Background: an optimization exercise with open tools, aiming at small area. Do not read the settings as production practice. Function was checked by simulation only, so behaviour that the tests miss may differ from the original. Power is estimated from default activity; no workload was simulated.

== run A ==
// timer
module timer(clk, nRst, inc, next, seg_dat, seg_sel);
input clk, nRst, inc, next;
output [7:0] seg_dat;
output [3:0] seg_sel;
wire tick, inc_f, next_f;
counter c0(.clk(clk), .nRst(nRst), .tick_1khz(tick));
increase in0(.clk(clk), .nRst(nRst), .inc(inc), .inc_falling(inc_f));
next ne0(.clk(clk), .nRst(nRst), .next(next), .next_falling(next_f));
core u0(.clk(clk), .nRst(nRst), .tick(tick), .inc_f(inc_f), .next_f(next_f),
        .seg_dat(seg_dat), .seg_sel(seg_sel));
endmodule
export LEC_CHECK = 0
export CAP_MARGIN = 20
export CORE_MARGIN = 2
export CORE_UTILIZATION = 40
export GPL_TIMING_DRIVEN = 0
export SLEW_MARGIN = 20
create_clock -name core_clock -period 40.0 [get_ports {clk}]
standard.sh (not shown) runs the stock make flow with config.mk's settings and CLKGATE_MAP_FILE= SYNTH_SCRIPT=/design/flow/synth_recipe.tcl, a recipe that flattens the netlist after the stock synthesis.
==> flow/flow/run.sh <==
#!/bin/bash
set -euo pipefail
here=$(pwd)
rm -rf "$here/scripts"
cp -r "$FLOW_HOME/scripts" "$here/scripts"
cp "$here"/flow/abc_try_*.script "$here/flow/abc_best.tcl" "$here/scripts/"
python3 - "$here/scripts/synth.tcl" <<'PY'
import sys
p = sys.argv[1]
s = open(p).read()
old = "  log_cmd abc {*}$abc_args\n"
assert s.count(old) == 1
s = s.replace(old, "  source $::env(SCRIPTS_DIR)/abc_best.tcl\n")
open(p, "w").write(s)
PY
bash standard.sh SCRIPTS_DIR="$here/scripts" ADDER_MAP_FILE= \
    BUFFER_PORTS_ARGS="-buffer_cell sky130_fd_sc_hd__buf_1" \
    CTS_ARGS="-sink_clustering_enable -repair_clock_nets -dont_use_dummy_load -sink_clustering_size 30 -sink_clustering_max_diameter 300 -buf_list sky130_fd_sc_hd__clkbuf_8" \
    finish > "$here/flow_make.log" 2>&1
==> flow/flow/abc_best.tcl <==
# Map the combinational logic with each of several ABC scripts and keep the
# smallest result. The flip-flops are mapped before this and are not touched.
set abc_best_area -1
set abc_best_script ""
design -save abc_best_pre
foreach abc_try [lsort [glob $::env(SCRIPTS_DIR)/abc_try_*.script]] {
  design -load abc_best_pre
  abc {*}[lreplace $abc_args 1 1 $abc_try]
  tee -q -o $::env(OBJECTS_DIR)/abc_try.txt stat {*}$lib_args
  set f [open $::env(OBJECTS_DIR)/abc_try.txt r]
  set txt [read $f]
  close $f
  regexp {Chip area for module '[^']*': ([0-9.]+)} $txt -> area
  puts "ABC try [file tail $abc_try]: area $area"
  if { $abc_best_area < 0 || $area < $abc_best_area } {
    set abc_best_area $area
    set abc_best_script $abc_try
  }
}
design -load abc_best_pre
puts "ABC best: [file tail $abc_best_script] area $abc_best_area"
log_cmd abc {*}[lreplace $abc_args 1 1 $abc_best_script]
==> flow/flow/abc_try_01.script <==
strash
&get -n
&deepsyn -J 300 -S 7
&put
dch -f
amap -A 10 -F 5
==> flow/flow/abc_try_02.script <==
strash
&get -n
&deepsyn -J 300 -S 7
&put
dch -f
amap
==> flow/flow/abc_try_03.script <==
strash
&get -n
&deepsyn -J 300 -S 18
&put
dch -f
amap -A 10 -F 5
==> flow/flow/abc_try_04.script <==
strash
&get -n
&deepsyn -J 300 -S 34
&put
dch -f
amap
==> flow/flow/abc_try_05.script <==
strash
ifraig
dch -f
amap
Input changes introduced in run B (baseline for comparison: run A):
- GPL_TIMING_DRIVEN removed (was 0)
==> flow/flow/abc_try_01.script <==
strash
dch -f
amap
==> flow/flow/abc_try_02.script <==
strash
dch
amap
==> flow/flow/abc_try_03.script <==
strash
dc2
dc2
dch -f
amap
==> flow/flow/abc_try_04.script <==
strash
dc2
dc2
dc2
dch -f
amap
==> flow/flow/abc_try_05.script <==
strash
dc2
dc2
dc2
dch
amap
==> flow/flow/abc_try_06.script (new file) <==
strash
ifraig
dc2
dch -f
amap
==> flow/flow/abc_try_07.script (new file) <==
strash
ifraig
dch -f
amap
==> flow/flow/abc_try_08.script (new file) <==
strash
ifraig
dch
amap
==> flow/flow/abc_try_09.script (new file) <==
strash
dc2
drw
dc2
dch -f
amap
==> flow/flow/abc_try_10.script (new file) <==
strash
ifraig
dc2
dc2
dch -f
amap
==> flow/flow/abc_try_11.script (new file) <==
strash
ifraig
dc2
dc2
dch
amap
==> flow/flow/abc_try_12.script (new file) <==
strash
dch
dc2
dch -f
amap
==> comparison <==
- Compared with run A, run B shows worst hold slack higher by 0.027 ns.
- Run A has a lower first-pass GRT wire length than run B.
- Run B: met3 capacity usage during global routing 1.5 points below run A
- Combinational power share essentially unchanged between run B and run A.
- Diff run A -> run B | worst setup slack | increase of 1.20 ns
- Run B finished every step from synthesis to the final layout, and the layout passed the timing, design-rule and antenna checks.
- Run B vs run A — overall routed net length climbed by a few percent
- [diff] area after synthesis, run B relative to run A: regression
Input-level comparison between run C and run B:
- GPL_TIMING_DRIVEN now 0, previously not set
### Flow results
- Run C vs run B: pin count of the biggest net entering global routing up in run C
- Run C: minimum clock period after layout higher than run B
- Taking run B as the reference, in run C clock-pin transition on the worst setup and hold timing paths essentially unchanged; number of nets in the layout decreased 5.
- Run comparison: run B capturing element of the worst setup path seg_sel[0]; run C capturing element of the worst setup path u0.cnt2[5]
- When the final numbers for run B and run C were put side by side, the final cycle utilization of the critical path turned out to be greater in run C.
- Comparing run C with run B, the fraction of the yosys area taken by sequential cells came out essentially unchanged.

==> static timing again, ports no longer ideal <==
The results above use ideal ports. As a check the final layouts listed here were re-extracted and re-timed, cells and wires unchanged. Step 1: set_driving_cell puts a clkbuf_16 on clk and a buf_2 on each other input, an assumption about the parent block. Step 2 also shifts input and output timing later by t, the mid clock arrival at the registers, as if the neighbouring blocks saw the same clock. Three values: no drivers, after step 1, after step 2; two values: the first two.
run | shift t [ns] | setup WS [ns] | worst setup path at the end | latest minus earliest clock arrival (ns) | worst data-port slew with drivers (ns)
run A | 0.382 | 29.371 / 29.380 / 28.998 | input to register | 0.039 / 0.038 | 0.03
run B | 0.379 | 30.574 / 30.539 / 30.281 | input to register | 0.030 / 0.029 | 0.03
run C | 0.380 | 30.266 / 30.273 / 29.893 | input to register | 0.027 / 0.027 | 0.03
After both steps every run listed still meets setup and hold.
